Context: an optimization exercise on an open-source flow, tuned for small area. The choices shown serve that exercise and are no tape-out recipe. Function was checked by simulation only, so behaviour that the tests miss may differ from the original. Power and IR drop assume default switching activity.

File: flow/design.v
module r_fifo(
    input clk, resetn, soft_reset, write_enb, read_enb, lfd_state,
    input [7:0] data_in,
    output full, empty,
    output reg [7:0] data_out);
    reg [4 : 0] write_ptr, read_ptr;
    reg [9-1 : 0] fifo_mem [16-1 : 0];
    reg [6 : 0]packet_len_count;
    reg lfd_temp;
always@(posedge clk) begin
    if(~resetn) begin
        lfd_temp <= 0;
    end
    else begin
        lfd_temp <= lfd_state;
    end
end
   always@(posedge clk) begin
        if(~resetn) begin
            for(int i=0; i< 16; i=i+1) begin
                fifo_mem[i] <= 0;
            end            
        end
        else if(soft_reset) begin
            for(int i=0; i< 16; i=i+1) begin
                fifo_mem[i] <= 0;
            end            
        end
        else if (write_enb && ~full) begin
            {fifo_mem[write_ptr[3:0]][8], fifo_mem[write_ptr[3:0]][7:0]} <= {lfd_temp, data_in};
        end
   end
   always@(posedge clk) begin
        if(~resetn) begin
            data_out <= 0;
        end
        else if(soft_reset || (packet_len_count==0)) begin
            data_out <= 0;
        end
        else if(read_enb && ~empty) begin
            data_out <= fifo_mem[read_ptr[3:0]];
        end
   end
   always @(posedge clk) begin
        if(~resetn) begin
            packet_len_count <= 0;
        end
        else if(read_enb && ~empty) begin
            if(fifo_mem[read_ptr[3:0]][8]) begin
                packet_len_count <= fifo_mem[read_ptr[3:0]][7:2];
            end
            else if(packet_len_count == 0) begin
                packet_len_count <= packet_len_count;
            end
            else 
                packet_len_count <= packet_len_count - 1;
        end
   end
   always@(posedge clk) begin
        if(~resetn) begin
            write_ptr <= 0;
            read_ptr <= 0;
        end
        else begin
            if(write_enb && ~full) begin
                write_ptr <= write_ptr + 1;
            end
            if(read_enb && ~empty) begin
                read_ptr <= read_ptr + 1;
            end
        end
   end
   assign full = ((write_ptr[4] != read_ptr[4]) && (write_ptr[3:0] == read_ptr[3:0]));
   assign empty = ((write_ptr == read_ptr));
endmodule
module r_fsm(clk, resetn, pkt_valid,   fifo_full, fifo_empty_0, fifo_empty_1, fifo_empty_2, fifo_empty_3, soft_reset_0, soft_reset_1, soft_reset_2, soft_reset_3, parity_done, low_packet_valid,
            write_enb_reg, detect_add, ld_state, laf_state, lfd_state, full_state, rst_int_reg, busy);
            input clk, resetn, pkt_valid;
            input fifo_full, fifo_empty_0, fifo_empty_1, fifo_empty_2, fifo_empty_3;
            input soft_reset_0, soft_reset_1, soft_reset_2, soft_reset_3, parity_done, low_packet_valid;
            output reg write_enb_reg, detect_add, ld_state, laf_state, lfd_state;
            output reg full_state, rst_int_reg, busy;
            typedef enum {DECODE_ADDRESS, LOAD_FIRST_DATA, LOAD_DATA, LOAD_PARITY, FIFO_FULL_STATE, LOAD_AFTER_FULL, WAIT_TILL_EMPTY, CHECK_PARITY_ERROR} r_state;
            r_state current_state, next_state;
            always @(posedge clk) begin
                if(~resetn) begin
                    current_state <= DECODE_ADDRESS; 
                end
                else if(soft_reset_0 || soft_reset_1 || soft_reset_2 || soft_reset_3)
                    current_state <= DECODE_ADDRESS;
                else begin
                    current_state <= next_state;
                end
            end
            always@(*) begin
                write_enb_reg = 0;
                detect_add = 0;
                ld_state = 0;
                laf_state = 0;
                lfd_state = 0;
                full_state = 0;
                rst_int_reg = 0;
                busy = 0;
                next_state = DECODE_ADDRESS;
                case(current_state)
                DECODE_ADDRESS: begin
                    detect_add = 'b1;
                    if(pkt_valid && (fifo_empty_0 || fifo_empty_1 || fifo_empty_2 || fifo_empty_3)) begin
                        next_state = LOAD_FIRST_DATA;
                    end
                    else if(pkt_valid && (~fifo_empty_0 || ~fifo_empty_1 || ~fifo_empty_2 || ~fifo_empty_3)) begin
                        next_state = WAIT_TILL_EMPTY;
                    end
                    else begin
                        next_state = DECODE_ADDRESS;
                    end
                end
                LOAD_FIRST_DATA: begin
                    lfd_state = 'b1;
                    busy = 'b1;
                    next_state = LOAD_DATA;
                end
                LOAD_DATA: begin
                    ld_state = 'b1;
                    busy = 'b0;
                    write_enb_reg = 'b1;
                    if(~pkt_valid && ~fifo_full) begin
                        next_state = LOAD_PARITY;
                    end
                    else if (fifo_full) begin
                        next_state = FIFO_FULL_STATE;
                    end
                    else begin
                        next_state = LOAD_DATA;
                    end
                end
                LOAD_PARITY: begin
                    busy = 'b1;
                    write_enb_reg = 'b1;
                    next_state = CHECK_PARITY_ERROR;
                end
                FIFO_FULL_STATE: begin
                    busy = 'b1;
                    write_enb_reg = 'b0;
                    if(~fifo_full) begin
                        next_state = LOAD_AFTER_FULL;
                    end
                    else begin
                        next_state = FIFO_FULL_STATE;
                    end 
                end
                LOAD_AFTER_FULL: begin
                    laf_state = 'b1;
                    busy = 'b1;
                    write_enb_reg = 'b1;
                    if(parity_done) begin
                        next_state = DECODE_ADDRESS;
                    end
                    else if (~parity_done && low_packet_valid) begin
                        next_state = LOAD_PARITY;
                    end
                    else if (~parity_done && ~low_packet_valid) begin
                        next_state = LOAD_DATA;
                    end
                    else
                        next_state = LOAD_AFTER_FULL;
                end
                WAIT_TILL_EMPTY: begin
                    busy = 'b1;
                    write_enb_reg = 'b0;
                    if (fifo_empty_0||fifo_empty_1||fifo_empty_2||fifo_empty_3) begin
                        next_state = LOAD_FIRST_DATA;
                    end    
                    else if (~fifo_empty_0||~fifo_empty_1||~fifo_empty_2||~fifo_empty_3) begin
                        next_state = WAIT_TILL_EMPTY;
                    end    
                    else
                        next_state = WAIT_TILL_EMPTY;
                end
                CHECK_PARITY_ERROR : begin
                    rst_int_reg = 'b1;
                    busy = 'b1;
                    if(fifo_full)
                        next_state = FIFO_FULL_STATE;
                    else 
                        next_state = DECODE_ADDRESS;
                end
            endcase
        end
endmodule
module r_reg(clk, resetn, pkt_valid, data_in, fifo_full,
		  detect_add, ld_state, laf_state,full_state, lfd_state, rst_int_reg,
		  err, parity_done, low_packet_valid, dout);
    input clk, resetn, pkt_valid, fifo_full, detect_add,
        ld_state, laf_state,full_state, lfd_state, rst_int_reg;
    input [7:0] data_in;
    output reg err, parity_done, low_packet_valid;
    output reg [7:0] dout;
    reg [7:0] header_reg, full_reg, parity_reg, packet_parity;
    always@(posedge clk)    
    begin
        if(~resetn)
            begin
            parity_done<= 1'd0;
            end
        else
            begin
            if((ld_state && ~fifo_full && ~pkt_valid) || (laf_state && low_packet_valid && ~parity_done))
            parity_done<=1'd1;
                else if(detect_add)
            parity_done<= 1'd0;
            end
    end
    always@(posedge clk)
    begin
        if(~resetn)
            low_packet_valid<= 1'd0;
        else if(~pkt_valid && ld_state)
            low_packet_valid<= 1'd1;
        else if(rst_int_reg)
            low_packet_valid<= 1'd0;
    end
    always@(posedge clk)
    begin
        if(~resetn)
            begin
            dout<= 0;
            header_reg<= 8'd0;
            full_reg<= 8'd0;
            end
        else if(detect_add && pkt_valid)
            header_reg<= data_in;
        else if(lfd_state)
            dout<= header_reg;
        else if(ld_state && (~fifo_full))
            dout<= data_in;
        else if(ld_state && fifo_full)
            full_reg<= data_in;
        else if(laf_state)
            dout<= full_reg;
    end
    always@(posedge clk)
    begin
        if(~resetn)
            parity_reg<= 8'd0;
        else if(detect_add)
        parity_reg<=0;
        else if(lfd_state && pkt_valid)
            parity_reg<= parity_reg ^ header_reg;
        else if(full_state==0 && ld_state && pkt_valid)
            parity_reg<= parity_reg ^ data_in; 
    end
    always@(posedge clk)
    begin
        if(~resetn)
            err<=1'd0;
        else
            if(parity_done)
            begin
                if(packet_parity == parity_reg)
                err<= 1'd0;
                else 
                err<= 1'd1;
            end
            else 
            err<=1'd0;
    end
    always@(posedge clk)
    begin
        if(~resetn)
            packet_parity<= 8'd0;
        else if(detect_add)
        packet_parity<=0;
        else if((~fifo_full && ~pkt_valid) || (~parity_done && low_packet_valid))
            packet_parity<= data_in;
    end
endmodule
 module r_sync (clk, resetn, data_in, detect_add, full_0, full_1, full_2, full_3, empty_0, empty_1, empty_2, empty_3, write_enb_reg, read_enb_0, read_enb_1, read_enb_2, read_enb_3,
                write_enb, fifo_full, vld_out_0, vld_out_1, vld_out_2, vld_out_3, soft_reset_0, soft_reset_1, soft_reset_2, soft_reset_3);
            input [1:0] data_in;
            input clk, resetn, detect_add;
            input full_0, full_1, full_2, full_3, empty_0, empty_1, empty_2, empty_3;
            input write_enb_reg, read_enb_0, read_enb_1, read_enb_2, read_enb_3;
            output reg [3:0] write_enb;
            output reg fifo_full;
            output vld_out_0, vld_out_1, vld_out_2, vld_out_3;
            output reg soft_reset_0, soft_reset_1, soft_reset_2, soft_reset_3;
            reg [1:0] data_temp;
            reg [4:0] soft_rst_count_0, soft_rst_count_1, soft_rst_count_2, soft_rst_count_3;
            always@(posedge clk) begin
                if(~resetn) begin
                    data_temp <= 'b0;
                end
                else if(detect_add)begin
                    data_temp <= data_in;
                end
            end
        always@(*) begin
                        case(data_temp)
                            2'b00: begin
                                fifo_full = full_0;
                                if(write_enb_reg) begin
                                    write_enb = 4'b0001;
                                end                      
                                else begin
                                    write_enb = 'b0;
                                end      
                            end 
                            2'b01: begin
                                fifo_full = full_1;
                                if(write_enb_reg) begin
                                    write_enb = 4'b0010;
                                end                      
                                else begin
                                    write_enb = 'b0;
                                end      
                            end
                            2'b10: begin
                                fifo_full = full_2;
                                if(write_enb_reg) begin
                                    write_enb = 4'b0100;
                                end                      
                                else begin
                                    write_enb = 'b0;
                                end      
                            end
                            2'b11: begin
                                fifo_full = full_3;
                                if(write_enb_reg) begin
                                    write_enb = 4'b1000;
                                end                      
                                else begin
                                    write_enb = 'b0;
                                end      
                            end
                        endcase
        end
            always@(posedge clk) begin
                if(~resetn) begin
                    soft_reset_0 <= 1'b0;
                    soft_rst_count_0 <= 'd0;
                end
                else if(vld_out_0) begin
                        if(~read_enb_0) begin
                            if(soft_rst_count_0 == 29) begin
                                soft_reset_0 <= 1'b1;
                                soft_rst_count_0 <= 'd0;
                            end
                            else begin
                                soft_reset_0 <= 1'b0;
                                soft_rst_count_0 <= soft_rst_count_0 + 1;
                            end
                        end
                        else begin
                                soft_reset_0 <= 1'b0;
                                soft_rst_count_0 <= 'd0;
                        end
                end 
            end
            always@(posedge clk) begin
                if(~resetn) begin
                    soft_reset_1 <= 1'b0;
                    soft_rst_count_1 <= 'd0;
                end
                else if(vld_out_1) begin
                        if(~read_enb_1) begin
                            if(soft_rst_count_1 == 29) begin
                                soft_reset_1 <= 1'b1;
                                soft_rst_count_1 <= 'd0;
                            end
                            else begin
                                soft_reset_1 <= 1'b0;
                                soft_rst_count_1 <= soft_rst_count_1 + 1;
                            end
                        end
                        else begin
                                soft_reset_1 <= 1'b0;
                                soft_rst_count_1 <= 'd0;
                        end
                end 
            end
            always@(posedge clk) begin
                if(~resetn) begin
                    soft_reset_2 <= 1'b0;
                    soft_rst_count_2 <= 'd0;
                end
                else if(vld_out_2) begin
                        if(~read_enb_2) begin
                            if(soft_rst_count_2 == 29) begin
                                soft_reset_2 <= 1'b1;
                                soft_rst_count_2 <= 'd0;
                            end
                            else begin
                                soft_reset_2 <= 1'b0;
                                soft_rst_count_2 <= soft_rst_count_2 + 1;
                            end
                        end
                        else begin
                                soft_reset_2 <= 1'b0;
                                soft_rst_count_2 <= 'd0;
                        end
                end 
            end
            always@(posedge clk) begin
                if(~resetn) begin
                    soft_reset_3 <= 1'b0;
                    soft_rst_count_3 <= 'd0;
                end
                else if(vld_out_3) begin
                        if(~read_enb_3) begin
                            if(soft_rst_count_3 == 29) begin
                                soft_reset_3 <= 1'b1;
                                soft_rst_count_3 <= 'd0;
                            end
                            else begin
                                soft_reset_3 <= 1'b0;
                                soft_rst_count_3 <= soft_rst_count_3 + 1;
                            end
                        end
                        else begin
                                soft_reset_3 <= 1'b0;
                                soft_rst_count_3 <= 'd0;
                        end
                end 
            end
            assign vld_out_0 = ~empty_0;
            assign vld_out_1 = ~empty_1;
            assign vld_out_2 = ~empty_2;
            assign vld_out_3 = ~empty_3;
endmodule
 module r_top(clk, data_in, pkt_valid, resetn, read_enb,
             data_out_0, data_out_1, data_out_2, data_out_3, vld_out, err, busy);
    input clk, pkt_valid, resetn;
    input [3:0] read_enb;
    input [7:0] data_in;
    output [7:0] data_out_0, data_out_1, data_out_2, data_out_3;
    wire [7:0] data_out[4];
    assign data_out_0 = data_out[0];
    assign data_out_1 = data_out[1];
    assign data_out_2 = data_out[2];
    assign data_out_3 = data_out[3];
    output [3:0] vld_out;
    output err, busy;
    wire [3:0]soft_rst, wrt_enb;
    wire lfd_st;
    wire[7:0] din;
    wire [3:0] full_temp, empty_temp;
    wire fifo_full_temp;
    wire parity_done_temp, low_pkt_valid_temp;
    wire write_enb_reg_temp, detect_addr_temp, ld_state_temp, laf_state_temp, lfd_state_temp, full_state_temp, rst_int_reg_temp, busy_temp;
    genvar i;
    generate
        for(i=0; i<4; i=i+1) begin
            r_fifo fifo(
                .clk(clk), .resetn(resetn), .soft_reset(soft_rst[i]), .write_enb(wrt_enb[i]), .read_enb(read_enb[i]),
                .lfd_state(lfd_st), .data_in(din), .full(full_temp[i]), .empty(empty_temp[i]), .data_out(data_out[i])
            );
        end
    endgenerate
    r_fsm fsm(
            .clk(clk), .resetn(resetn), .pkt_valid(pkt_valid), .fifo_full(fifo_full_temp), .fifo_empty_0(empty_temp[0]), .fifo_empty_1(empty_temp[1]), .fifo_empty_2(empty_temp[2]), .fifo_empty_3(empty_temp[3]), 
            .soft_reset_0(soft_rst[0]), .soft_reset_1(soft_rst[1]), .soft_reset_2(soft_rst[2]), .soft_reset_3(soft_rst[3]), .parity_done(parity_done_temp), .low_packet_valid(low_pkt_valid_temp),
            .write_enb_reg(write_enb_reg_temp), .detect_add(detect_addr_temp), .ld_state(ld_state_temp), .laf_state(laf_state_temp), .lfd_state(lfd_st), .full_state(full_state_temp), .rst_int_reg(rst_int_reg_temp), .busy(busy)  
        );
    r_reg regg(
            .clk(clk), .resetn(resetn), .pkt_valid(pkt_valid), .data_in(data_in), .fifo_full(fifo_full_temp),
            .detect_add(detect_addr_temp), .ld_state(ld_state_temp), .laf_state(laf_state_temp),.full_state(full_state_temp), .lfd_state(lfd_st), .rst_int_reg(rst_int_reg_temp),
            .err(err), .parity_done(parity_done_temp), .low_packet_valid(low_pkt_valid_temp), .dout(din)
        );
    r_sync sync (
            .clk(clk), .resetn(resetn), .data_in(data_in[1:0]), .detect_add(detect_addr_temp), .full_0(full_temp[0]), .full_1(full_temp[1]), .full_2(full_temp[2]), .full_3(full_temp[3]), 
            .empty_0(empty_temp[0]), .empty_1(empty_temp[1]), .empty_2(empty_temp[2]), .empty_3(empty_temp[3]), .write_enb_reg(write_enb_reg_temp), 
            .read_enb_0(read_enb[0]), .read_enb_1(read_enb[1]), .read_enb_2(read_enb[2]), .read_enb_3(read_enb[3]),
            .write_enb(wrt_enb), .fifo_full(fifo_full_temp), .vld_out_0(vld_out[0]), .vld_out_1(vld_out[1]), .vld_out_2(vld_out[2]), .vld_out_3(vld_out[3]), 
            .soft_reset_0(soft_rst[0]), .soft_reset_1(soft_rst[1]), .soft_reset_2(soft_rst[2]), .soft_reset_3(soft_rst[3])
        );
 endmodule
File: flow/run.sh
#!/bin/bash
# synth_recipe.tcl (not shown) runs the flow's synth.tcl, then flattens the netlist and writes it again
# the make line also repeats each setting of config.mk as NAME=value (left out here)
make -C /OpenROAD-flow-scripts/flow DESIGN_CONFIG=/design/flow/config.mk WORK_HOME=/design/flow/orfs CLKGATE_MAP_FILE= SYNTH_SCRIPT=/design/flow/synth_recipe.tcl finish
File: flow/config.mk
export PLATFORM = sky130hd
export DESIGN_NAME = r_top
export DESIGN_NICKNAME = r_top
export VERILOG_FILES = /design/flow/design.v
export SDC_FILE = /design/flow/constraint.sdc
export NUM_CORES = 4
export LEC_CHECK = 0
export CAP_MARGIN = 20
export CORE_MARGIN = 2
export CORE_UTILIZATION = 40
export SLEW_MARGIN = 20
File: flow/constraint.sdc
create_clock -name core_clock -period 5.0 [get_ports {clk}]
set_input_delay 1.0000 -clock core_clock [delete_from_list [all_inputs] [get_ports {clk}]]
set_output_delay 1.0000 -clock core_clock [all_outputs]
set_load 0.01 [all_outputs]
==> impl_metrics.tcl <==
set metrics [dict create \
    drt-total-wl_mm 87.2 \
    synth_top_flop_cell "edfxtp_1" \
    layout_min_cycle_time_ns 4.30 \
    ctsRootBufferMaster "clkbuf_16" \
    synth.area.top_cells "edfxtp_1 49%, dfxtp_1 11%, mux4_2 10%" \
    min_from "genblk1[2].fifo.data_out[5]" \
    grt_max_degree 66 \
    clockBufferDepth 3 \
    route.detailed.drc 0 \
    chipWidth_um 301 \
    finalWeightedCongestion 0.825 \
    use_met2_pct 32.5 \
    path_cells "xor2_1 > nor4_4 > and2_0 > clkinv_1 > clkdlybuf4s50_1" \
    cts_resized 0 \
    synth_commonest_cells "576 x edfxtp_1, 440 x and2_1, 203 x nand2_1, 189 x dfxtp_1, 158 x mux4_2" \
    rsz0062_at_grt "no" \
    num_vias 21445 \
    synth_edf_count 576 \
    placed_cell_area_um2 37000 \
    power_density_nw_per_um2 369 \
    ys_seq_area_share_pct 59.9 \
    hold_path_class "reg -> reg" \
    use_met1_pct 26.2 \
    power_leakage_nw 14.5 \
    crit_path_end_kind "primary output" \
    fmax_mhz 232 \
    cp.arrival_ns 3.30 \
    yosysUniqueCellTypes 70 \
    cts_tree "done" \
    hold_viol_final 0 \
    areaGrowthSynthToFinish_pct 12.8 \
    fin_crit_sh_pct 86.1 \
    synthesis.instances 2696 \
    slowest_stage "dfxtp_1" \
    cts_sinks 765 \
    outcome "finished clean" \
    top_regs "genblk1.fifo.fifo_mem (576), genblk1.fifo.data_out (32), genblk1.fifo.packet_len_count (28)" \
    top_usage_layer "met2" \
    numCtsBuffers 84 \
    hold_buffers 0 \
    ant_nets 0 \
    met3_usage_pct 2.99 \
    syn_avg_cell_area_um2 13.1 \
    n_fill_cell 7809 \
    synth_top_area_share_pct 49.1 \
    vias_per_cell 5.45 \
    yosysMostFrequentCell "edfxtp_1" \
    fin_nets 2764 \
    clk_latency_ns 0.62 \
    worstMarginPinSlew_ns 1.11 \
    grt_usage_pct 19.4 \
    synth_top_area_cell "edfxtp_1" \
    yosysWarnings 5 \
    holdPathEnd "genblk1[2].fifo.data_out[5]" \
    ios 53 \
    clk_pin_slew_worst_paths_ns 0.06 \
    crit_buf_inv 2 \
    die_h_um 301 \
    report.final.setup_viol 0 \
    cp_top_family "simple AND/OR/NAND/NOR gates" \
    synthArstFlopShare_pct 0 \
    worst-setup-path-type "reg -> out" \
    firstDrtPassIters 5 \
    slew_headroom_pct 26.2 \
    largest_register_ffs 576 \
    grt_pass1_wl_mm 134 \
    synth_fp_nets 2747 \
    grt_pass1_vias 21756 \
    place.port_buffers 52 \
    core_area_um2 87000 \
    regMostFlops "genblk1.fifo.fifo_mem" \
    fin_skew_ns 0.0303 \
    timing.rr.end "genblk1[1].fifo.fifo_mem[0][8]" \
    tns_ns 0 \
    antenna_found_initial 9 \
    grt_remaining_overflow 0 \
    ir_drop_v 0.000235 \
    syn-cell-area_um2 35200 \
    drtIter0Drc 2050 \
    worstHoldPathCells 2 \
    rows 108 \
    crit_fanout 11 \
    synth_seq_cells 765 \
    fin_area_um2 39700 \
    wl_per_cell_um 22.2 \
    hpwl_mm 56.4 \
    post_cts_buffers 0 \
    required_ns 4.00 \
    worstSetupStartpointType "flop" \
    rrSetupSlack_ns 1.20 \
    drive_gt1_share_pct 15.1 \
    htree_levels 3 \
    rr_startpoint "fsm.current_state[2]" \
    worst-r2r-cell-count 5 \
    cpPeakStageDelay_ns 0.69 \
    dieArea_um2 90400 \
    max_cap_viol_count 0 \
    timing.final.max_slew_violations 0 \
    initial_core_util_pct 40.5 \
]
-- cell families after synthesis --
logic type      count (synthesis)  share of synthesized area (%)
simple gates                 1117                           17.7
flops                         765                           59.9
compound gates                271                           5.23
buf+inv                       226                           2.60
mux                           193                           11.1
xor+xnor                       88                           2.19
fa+ha+maj                      36                           1.28
-- worst reg2reg max path, stage by stage (launching register included) --
cell and delay, ns:
dfxtp_1 1.03, a21oi_1 0.40, a2111oi_4 1.01, nand3_4 0.23
nor3_4 0.35, nand2b_1 0.43
-- per-layer routing --
layer	vias to the layer above	routed length (um)
li1	9878	-
met1	10849	37000
met2	578	43400
met3	134	4890
met4	6	1940
met5	-	32
-- final cells by class --
class                   instances  area [um^2]  area share [%]
diodes                          3         7.51          0.0189
clock buffers                 111         2360            5.94
clock inverters                42          370           0.932
inverters                      33          125           0.315
multi-input cells            1705        13300            33.4
flip-flops and latches        765        21100            53.1
well taps                    1155         1450            3.64
repair buffers                124         1060            2.66
-- stage by stage --
stage | setup WS (ns) | total power, W | hold WS, ns | util [%] | std cells
3_3_place_gp | 1.26 | 0.00860 | 0.444 | 42.5 | 3782
3_5_place_dp | 1.22 | 0.00864 | 0.450 | 42.5 | 3782
5_1_grt | 0.471 | 0.0151 | 0.481 | 45.6 | 3935
4_1_cts | 0.585 | 0.0148 | 0.458 | 45.6 | 3935
6_report | 0.696 | 0.0146 | 0.451 | 45.7 | 3938
2_1_floorplan | 1.64 | 0.00817 | 0.430 | - | 2696
-- cells in the final DEF, fill, tap and decap left out, types with 72 or more instances in the layout --
master and n:
and2_1 440, buf_4 72, nand2_1 203, mux4_2 158, and3_1 146, dfxtp_1 176, clkbuf_16 88, a21oi_1 77
edfxtp_1 576, nor2_1 155
-- how the worst max path moves through the flow --
stage	start	end	slack (ns)	depth (start not counted)
final	genblk1[1].fifo.write_ptr[2]	vld_out[1]	0.70	5
after global routing	genblk1[1].fifo.write_ptr[2]	vld_out[1]	0.47	5
after CTS	genblk1[1].fifo.write_ptr[2]	vld_out[1]	0.59	5
after detailed placement	fsm.current_state[2]	genblk1[1].fifo.fifo_mem[0][4]	1.22	5
after global placement	genblk1[1].fifo.write_ptr[2]	vld_out[1]	1.26	5
after floorplan	resetn	genblk1[1].fifo.fifo_mem[7][0]	1.64	6
-- power breakdown --
group	switching [W]	leakage [nW]	total (W)	internal, W
combinational	0.000754	5.66	0.00123	0.000476
clock	0.00252	1.35	0.00614	0.00362
sequential	0.000237	7.48	0.00728	0.00704

[afterwards: timing with drivers on the ports]
The results above use ideal ports. As a check the final layout listed here was re-extracted and re-timed, cells and wires unchanged. Step 1: set_driving_cell puts a clkbuf_16 on clk and a buf_2 on each other input, an assumption about the parent block. Step 2 also shifts input and output timing later by t, the mid clock arrival at the registers, as if the neighbouring blocks saw the same clock. a / b / c = no drivers / after step 1 / after step 2; a / b = the first two.
t, ns: 0.677
setup WS [ns]: 0.696 / 0.628 / 1.200
worst hold slack (ns): 0.451 / 0.451 / 0.451
After both steps this run still meets setup and hold. For this run, drivers alone change the setup slack by -0.068 ns; drivers and shift together by +0.504 ns.
